This design comes from an exercise in tuning for small area, a short achievable clock period and few clock cycles on the open sky130 flow, not from production work. Only simulation tests tie the RTL to the original design; equivalence was not proved. Power and IR drop assume default switching activity.

Setup of run 1:
==> flow/design.v <==
package calc_pkg;
    typedef struct packed {
        logic on;
        logic off;
        logic mem_rc;
        logic mem_sub;
        logic mem_add;
        logic op_percent;
        logic op_sqrt;
        logic op_div;
        logic op_mul;
        logic op_sub;
        logic op_add;
        logic op_eq;
        logic dot;
        logic num_1;
        logic num_2;
        logic num_3;
        logic num_4;
        logic num_5;
        logic num_6;
        logic num_7;
        logic num_8;
        logic num_9;
        logic num_0;
    } buttons_t;
    typedef enum logic [4:0] {
        B_NONE,          
        B_ON,            
        B_OFF,           
        B_MEM_RC,        
        B_MEM_SUB,       
        B_MEM_ADD,       
        B_OP_PERCENT,    
        B_OP_SQRT,       
        B_OP_DIV,        
        B_OP_MUL,        
        B_OP_SUB,        
        B_OP_ADD,        
        B_OP_EQ,         
        B_DOT,           
        B_NUM_1,         
        B_NUM_2,         
        B_NUM_3,         
        B_NUM_4,         
        B_NUM_5,         
        B_NUM_6,         
        B_NUM_7,         
        B_NUM_8,         
        B_NUM_9,         
        B_NUM_0,         
        B_UNKNOWN        
    } active_button_t;
    function automatic logic isNumberButton(active_button_t active_button);
        isNumberButton = ((active_button >= calc_pkg::B_NUM_1) && (active_button <= calc_pkg::B_NUM_0));
    endfunction
    function automatic logic isOpButton(active_button_t active_button);
        isOpButton = ((active_button >= calc_pkg::B_OP_DIV) && (active_button <= calc_pkg::B_OP_ADD));
    endfunction
    function automatic logic isEqButton(active_button_t active_button);
        isEqButton = (active_button == calc_pkg::B_OP_EQ);
    endfunction
    function automatic logic isDotButton(active_button_t active_button);
        isDotButton = (active_button == calc_pkg::B_DOT);
    endfunction
    typedef logic [3:0] bcd_t;
    function automatic logic [6:0] bcd2segments(bcd_t bcd);
        unique case (bcd)
            4'd0: bcd2segments = 7'b1111110;
            4'd1: bcd2segments = 7'b0110000;
            4'd2: bcd2segments = 7'b1101101;
            4'd3: bcd2segments = 7'b1111001;
            4'd4: bcd2segments = 7'b0110011;
            4'd5: bcd2segments = 7'b1011011;
            4'd6: bcd2segments = 7'b1011111;
            4'd7: bcd2segments = 7'b1110000;
            4'd8: bcd2segments = 7'b1111111;
            4'd9: bcd2segments = 7'b1111011;
            default: bcd2segments = 7'bxxxxxxx;
        endcase
    endfunction
    typedef enum logic [1:0] {
        OP_NONE,
        OP_ADD,
        OP_MUL,
        OP_DIV
    } op_t;
    function automatic op_t button2op(active_button_t active_button);
        unique case (active_button)
            calc_pkg::B_OP_DIV: button2op = calc_pkg::OP_DIV;
            calc_pkg::B_OP_MUL: button2op = calc_pkg::OP_MUL;
            calc_pkg::B_OP_SUB: button2op = calc_pkg::OP_ADD;
            calc_pkg::B_OP_ADD: button2op = calc_pkg::OP_ADD;
            default: button2op = calc_pkg::OP_NONE;
        endcase
    endfunction
    function automatic bcd_t button2bcd(active_button_t active_button);
        unique case (active_button)
            calc_pkg::B_NUM_1: button2bcd = 1;
            calc_pkg::B_NUM_2: button2bcd = 2;
            calc_pkg::B_NUM_3: button2bcd = 3;
            calc_pkg::B_NUM_4: button2bcd = 4;
            calc_pkg::B_NUM_5: button2bcd = 5;
            calc_pkg::B_NUM_6: button2bcd = 6;
            calc_pkg::B_NUM_7: button2bcd = 7;
            calc_pkg::B_NUM_8: button2bcd = 8;
            calc_pkg::B_NUM_9: button2bcd = 9;
            calc_pkg::B_NUM_0: button2bcd = 0;
            default: button2bcd = 0;
        endcase
    endfunction
    parameter NumDigits = 8;
    typedef logic unsigned [$clog2(NumDigits)-1:0] exponent_t;
    typedef struct packed {
        logic error;
        logic sign;
        exponent_t exponent;
        bcd_t [NumDigits-1:0] significand;
    } num_t;
    function automatic num_t neg(num_t num);
        neg = num;
        neg.sign = !num.sign;
    endfunction
endpackage
module alu_add (
    input   logic           clk_i,
    input   logic           rst_i,
    input   logic [36:0]    left_i,      
    input   logic [36:0]    right_i,     
    output  logic           in_ready_o,
    input   logic           in_valid_i,
    output  logic [36:0]    result_o,    
    input   logic           out_ready_i,
    output  logic           out_valid_o
);
function automatic logic [3:0] c9(input logic [3:0] y, input logic en);
    c9 = {en ? ~(y[3] | y[2] | y[1]) : y[3], y[2] ^ (en & y[1]), y[1], y[0] ^ en};
endfunction
function automatic logic [3:0] dinc(input logic [3:0] r, input logic c);
    dinc = c ? {(r[3] & ~r[0]) | (r[2] & r[1] & r[0]), r[2] ^ (r[1] & r[0]), (r[1] ^ r[0]) & ~r[3], ~r[0]} : r;
endfunction
logic v1_q, v2_q, en1, en2;
assign en2         = !v2_q || out_ready_i;
assign en1         = !v1_q || en2;
assign in_ready_o  = en1;
assign out_valid_o = v2_q;
logic ld1, ld2;
assign ld1 = en1 && in_valid_i;
assign ld2 = en2 && v1_q;
always_ff @(posedge clk_i) begin
    if (rst_i) begin
        v1_q <= 1'b0;
        v2_q <= 1'b0;
    end else begin
        if (en1) v1_q <= in_valid_i;
        if (en2) v2_q <= v1_q;
    end
end
logic [31:0] sa, sb, xa, yb, xb;
logic [2:0]  ea, eb, er, dab, dba, sha, shb;
logic        ga, gb, a_lt, sub;
assign sa = left_i[31:0];
assign sb = right_i[31:0];
assign ea = left_i[34:32];
assign eb = right_i[34:32];
assign ga = left_i[35];
assign gb = right_i[35];
assign a_lt = (ea < eb);
assign dab  = ea - eb;
assign dba  = eb - ea;
assign sha  = a_lt ? dba : 3'd0;
assign shb  = a_lt ? 3'd0 : dab;
assign er   = a_lt ? eb : ea;
assign sub  = ga ^ gb;
assign xa   = sa >> {sha, 2'b00};
always_comb
    for (int i = 0; i < 8; i++)
        yb[4*i +: 4] = c9(sb[4*i +: 4], sub);
always_comb begin
    logic [31:0] t4, t2;
    logic [3:0]  f;
    f  = {sub, 2'b00, sub};
    t4 = shb[2] ? {{4{f}}, yb[31:16]} : yb;
    t2 = shb[1] ? {{2{f}}, t4[31:8]} : t4;
    xb = shb[0] ? {f, t2[31:4]} : t2;
end
logic [4:0] z  [8];
logic [3:0] xk [8];
logic [3:0] xh [8];
logic [4:0] xc [8];
always_comb begin
    for (int i = 0; i < 8; i++) begin
        xk[i] = xa[4*i +: 4] & xb[4*i +: 4];
        xh[i] = xa[4*i +: 4] ^ xb[4*i +: 4];
        xc[i][0] = 1'b0;
        xc[i][1] = xk[i][0];
        xc[i][2] = xk[i][1] | (xh[i][1] & xk[i][0]);
        xc[i][3] = xk[i][2] | (xh[i][2] & xk[i][1]) | (xh[i][2] & xh[i][1] & xk[i][0]);
        xc[i][4] = xk[i][3] | (xh[i][3] & xk[i][2]) | (xh[i][3] & xh[i][2] & xk[i][1])
                 | (xh[i][3] & xh[i][2] & xh[i][1] & xk[i][0]);
        z[i] = {xc[i][4], xh[i] ^ xc[i][3:0]};
    end
end
logic [4:0] z_q [8];
logic [2:0] er_q;
logic       sub_q, ga_q, gb_q;
always_ff @(posedge clk_i) begin
    if (ld1) begin
        for (int i = 0; i < 8; i++) z_q[i] <= z[i];
        er_q   <= er;
        sub_q  <= sub;
        ga_q   <= ga;
        gb_q   <= gb;
    end
end
logic [3:0] r0 [8];
logic [7:0] g, p;
always_comb begin
    for (int i = 0; i < 8; i++) begin
        g[i] = z_q[i][4] | (z_q[i][3] & (z_q[i][2] | z_q[i][1]));
        p[i] = ~z_q[i][4] & z_q[i][3] & ~z_q[i][2] & ~z_q[i][1] & z_q[i][0];
        r0[i] = g[i] ? {z_q[i][3] ^ (z_q[i][2] | z_q[i][1]), ~(z_q[i][2] ^ z_q[i][1]), ~z_q[i][1], z_q[i][0]}
                     : z_q[i][3:0];
    end
end
logic [8:0] c0, c1;
logic [7:0] gg [4];
logic [7:0] pp [4];
always_comb begin
    gg[0] = g; pp[0] = p;
    for (int l = 0; l < 3; l++) begin
        for (int i = 0; i < 8; i++) begin
            if (i >= (1 << l)) begin
                gg[l+1][i] = gg[l][i] | (pp[l][i] & gg[l][i - (1 << l)]);
                pp[l+1][i] = pp[l][i] & pp[l][i - (1 << l)];
            end else begin
                gg[l+1][i] = gg[l][i];
                pp[l+1][i] = pp[l][i];
            end
        end
    end
    c0[0] = 1'b0;
    c1[0] = 1'b1;
    for (int i = 0; i < 8; i++) begin
        c0[i+1] = gg[3][i];
        c1[i+1] = gg[3][i] | pp[3][i];
    end
end
logic        cy, inc, neg, shr;
logic [31:0] s;
assign cy  = c0[8];
assign inc = sub_q & cy;
assign neg = sub_q & ~cy;
assign shr = ~sub_q & cy;
always_comb
    for (int i = 0; i < 8; i++)
        s[4*i +: 4] = dinc(r0[i], c0[i] | (inc & c1[i]));
logic [7:0]  zd;         
logic [7:0]  lzt;        
logic [8:1]  kt;         
logic [2:0]  k;
logic [31:0] m, h4, h2, h1;
always_comb begin
    for (int i = 0; i < 8; i++) begin
        m[4*i +: 4] = c9(s[4*i +: 4], neg);
        zd[i] = (s[4*i +: 4] == {neg, 2'b00, neg});
    end
    lzt[0] = 1'b1;
    for (int j = 1; j <= 7; j++) begin
        lzt[j] = lzt[j-1] & zd[8-j];
        kt[j] = lzt[j] && (er_q >= 3'(j));
    end
    kt[8] = 1'b0;
    k[2] = kt[4];
    k[1] = kt[6] | (kt[2] & ~kt[4]);
    k[0] = kt[7] | (kt[5] & ~kt[6]) | (kt[3] & ~kt[4]) | (kt[1] & ~kt[2]);
    h4 = k[2] ? {m[15:0], 16'd0} : m;
    h2 = k[1] ? {h4[23:0], 8'd0} : h4;
    h1 = k[0] ? {h2[27:0], 4'd0} : h2;
end
logic [36:0] res;
assign res = shr ? {er_q == 3'd7, ga_q, er_q + 3'd1, 4'd1, s[31:4]}
                 : {1'b0, (neg ? gb_q : ga_q) & ~(&zd), er_q - k, h1};
logic [36:0] r2_q;
always_ff @(posedge clk_i)
    if (ld2) r2_q <= res;
assign result_o = r2_q;
endmodule
==> flow/config.mk <==
export PLATFORM = sky130hd
export DESIGN_NAME = alu_add
export DESIGN_NICKNAME = alu_add
export VERILOG_FILES = /design/flow/design.v
export SDC_FILE = /design/flow/constraint.sdc
export NUM_CORES = 4
export LEC_CHECK = 0
export ABC_AREA = 1
export CAP_MARGIN = 0
export CORE_MARGIN = 2
export CORE_UTILIZATION = 40
export SETUP_SLACK_MARGIN = 5
export SLEW_MARGIN = 0
==> flow/constraint.sdc <==
create_clock -name core_clock -period 10.0 [get_ports {clk_i}]
set_input_delay 2.0000 -clock core_clock [delete_from_list [all_inputs] [get_ports {clk_i}]]
set_output_delay 2.0000 -clock core_clock [all_outputs]
set_load 0.01 [all_outputs]
standard.sh (not shown) runs the stock make flow with config.mk's settings and CLKGATE_MAP_FILE= SYNTH_SCRIPT=/design/flow/synth_recipe.tcl, a recipe that flattens the netlist after the stock synthesis.
==> flow/flow/run.sh <==
#!/bin/bash
# Standard ORFS layout, with ports buffered by buf_1 cells instead of clkdlybuf4s50_1.
set -euo pipefail
bash standard.sh 'BUFFER_PORTS_ARGS=-buffer_cell sky130_fd_sc_hd__buf_1' finish > standard.log 2>&1
Run 1: no failed stages, no open violations at the end
Testbench counts of run 1, summed over its fixed seeds: cycles 3,216.
### run 1 -> run 2
- clearing SETUP_SLACK_MARGIN, which used to be 5
- putting CTS_BUF_LIST at sky130_fd_sc_hd__clkbuf_8 where nothing was set
==> flow/flow/run.sh <==
#!/bin/bash
# Standard ORFS layout, with three changes: adders are left to abc as plain gates (no
# half/full adder cells), ports are buffered by buf_1 cells instead of clkdlybuf4s50_1,
# and timing repair aims at 5.25 ns of setup slack.
set -euo pipefail
bash standard.sh ADDER_MAP_FILE= 'BUFFER_PORTS_ARGS=-buffer_cell sky130_fd_sc_hd__buf_1' SETUP_SLACK_MARGIN=5.25 finish > standard.log 2>&1
Notes after the runs:
On area growth from synthesis to layout, run 1 tracks run 2 almost exactly. Against run 1, run 2 comes in 33% lower on met3 wire length. NOTE vias after detailed routing run 1->run 2 decreased by a few percent. [run 2] met3 usage in global routing fell 1.1 points relative to run 1. On die area, run 1 loses to run 2. In the reports for run 1 and run 2, the smaller tapcell count belongs to run 2. Sort run 1 and run 2 by number of filler instances in the final layout, ascending, and run 2 comes first. Buffers plus inverters on the worst setup path, run 1 and run 2, higher one = run 2. Looking at sequential cell area fraction in the yosys report, run 2 sits 2.5 points above run 1. Looking at cell count after placement, run 2 sits below run 1.
The following lists how run 3 was set up differently from run 2:
- CORE_UTILIZATION changed from 40 to 50
- CTS_BUF_LIST removed (was sky130_fd_sc_hd__clkbuf_8)
- SETUP_SLACK_MARGIN newly set to 5
==> flow/flow/run.sh <==
#!/bin/bash
# Standard ORFS layout, with ports buffered by buf_1 cells instead of clkdlybuf4s50_1.
set -euo pipefail
bash standard.sh 'BUFFER_PORTS_ARGS=-buffer_cell sky130_fd_sc_hd__buf_1' finish > standard.log 2>&1
==> comparison <==
Classification of the worst setup path = flop to flop: run 3; classification of the worst setup path = primary input to flop: run 2
For the later-pin clock latency in the skew report, run 3 came in 0.04 ns lower than run 2 did.
Run 3 — share of cell area taken by flip-flops and latches 1.9 points lower, run 2 as reference
Summary of run 3 over run 2: routed wire length rose by 9.2%; routed length on met1 rose by 430 um.
Input changes introduced in run 4 (baseline for comparison: run 3):
- a deleted SETUP_SLACK_MARGIN that had been 5
- a change of CORE_UTILIZATION from 50 to 40
==> flow/flow/run.sh <==
#!/bin/bash
# Standard ORFS layout, with ports buffered by buf_1 cells instead of clkdlybuf4s50_1,
# and timing repair aimed at 5.25 ns of setup slack.
set -euo pipefail
bash standard.sh 'BUFFER_PORTS_ARGS=-buffer_cell sky130_fd_sc_hd__buf_1' SETUP_SLACK_MARGIN=5.25 finish > standard.log 2>&1
Findings:
Between run 3 and run 4, the cell count went up. Power share of the combinational group is lower on run 3. Looking at smallest setup slack after layout, run 4 sits 0.30 ns higher than run 3 does. The met2 routed wirelength on run 4 is in line with that on run 3. The higher met2 layer usage reported by global route of run 4 and run 3 is in run 3. Number of setup buffers added after CTS came out higher on run 4 than on run 3. When run 4 is measured against run 3, its post-route clock period utilization turns out 3.0 points lower.
Setup changes, run 4 to run 5
- CTS_BUF_LIST: unset -> sky130_fd_sc_hd__clkbuf_8
==> flow/flow/run.sh <==
#!/bin/bash
# Standard ORFS layout, with three changes: adders are left to abc as plain gates (no
# half/full adder cells), ports are buffered by buf_1 cells instead of clkdlybuf4s50_1,
# and timing repair aims at 5.1 ns of setup slack.
set -euo pipefail
bash standard.sh ADDER_MAP_FILE= 'BUFFER_PORTS_ARGS=-buffer_cell sky130_fd_sc_hd__buf_1' SETUP_SLACK_MARGIN=5.1 finish > standard.log 2>&1
==> comparison <==
In summary, run 4 completed successfully, with a layout that passed the timing, DRC and antenna checks.
Run 5 was carried through to the last stage, and its layout satisfied the timing, DRC and antenna checks.
Of run 5 and run 4, the run reporting the lower combinational power was run 5.
Run 5 vs run 4, count of clock-buffer cells in the layout went down by 2.
The lower number of logic inverters in the finished layout came out of run 5.
Run 4 → run 5: peak per-stage delay on the critical path shows an increase of 0.02 ns; synthesized-area fraction occupied by ao, oa, aoi and oai cells now larger.

==> port drivers added, routing unchanged <==
The flow's constraints put no driver on any port. The routed layouts listed below were extracted and timed again, unchanged, in two steps. Step 1 (the two cells are an assumption about what drives the block):
set clk [get_ports {clk_i}]
set_driving_cell -lib_cell sky130_fd_sc_hd__clkbuf_16 $clk
set_driving_cell -lib_cell sky130_fd_sc_hd__buf_2 [delete_from_list [all_inputs] $clk]
Step 2 times the ports against the registers' clock, not the clock port: input delays grow and output delays shrink by t, the midpoint of the rising clock arrivals with the driver on. Three values: ideal ports, drivers, drivers and shift; two values: the first two.
| run | t, ns | slack for setup (ns) | hold WS [ns] | worst setup path at the end |
|---|---|---|---|---|
| run 1 | 0.392 | 5.207 / 5.235 / 4.843 | 0.526 / 0.526 / 0.526 | input to register |
| run 2 | 0.413 | 5.368 / 5.387 / 4.973 | 0.535 / 0.535 / 0.535 | input to register |
| run 3 | 0.379 | 5.072 / 5.072 / 4.775 | 0.526 / 0.526 / 0.526 | input to register |
| run 4 | 0.387 | 5.371 / 5.390 / 5.003 | 0.527 / 0.527 / 0.527 | input to register |
| run 5 | 0.407 | 5.247 / 5.261 / 4.853 | 0.540 / 0.540 / 0.540 | input to register |
After both steps every run listed still meets setup and hold. The setup slack of run 2, which loses most, moves by +0.019 ns with the drivers and by -0.395 ns with both steps.
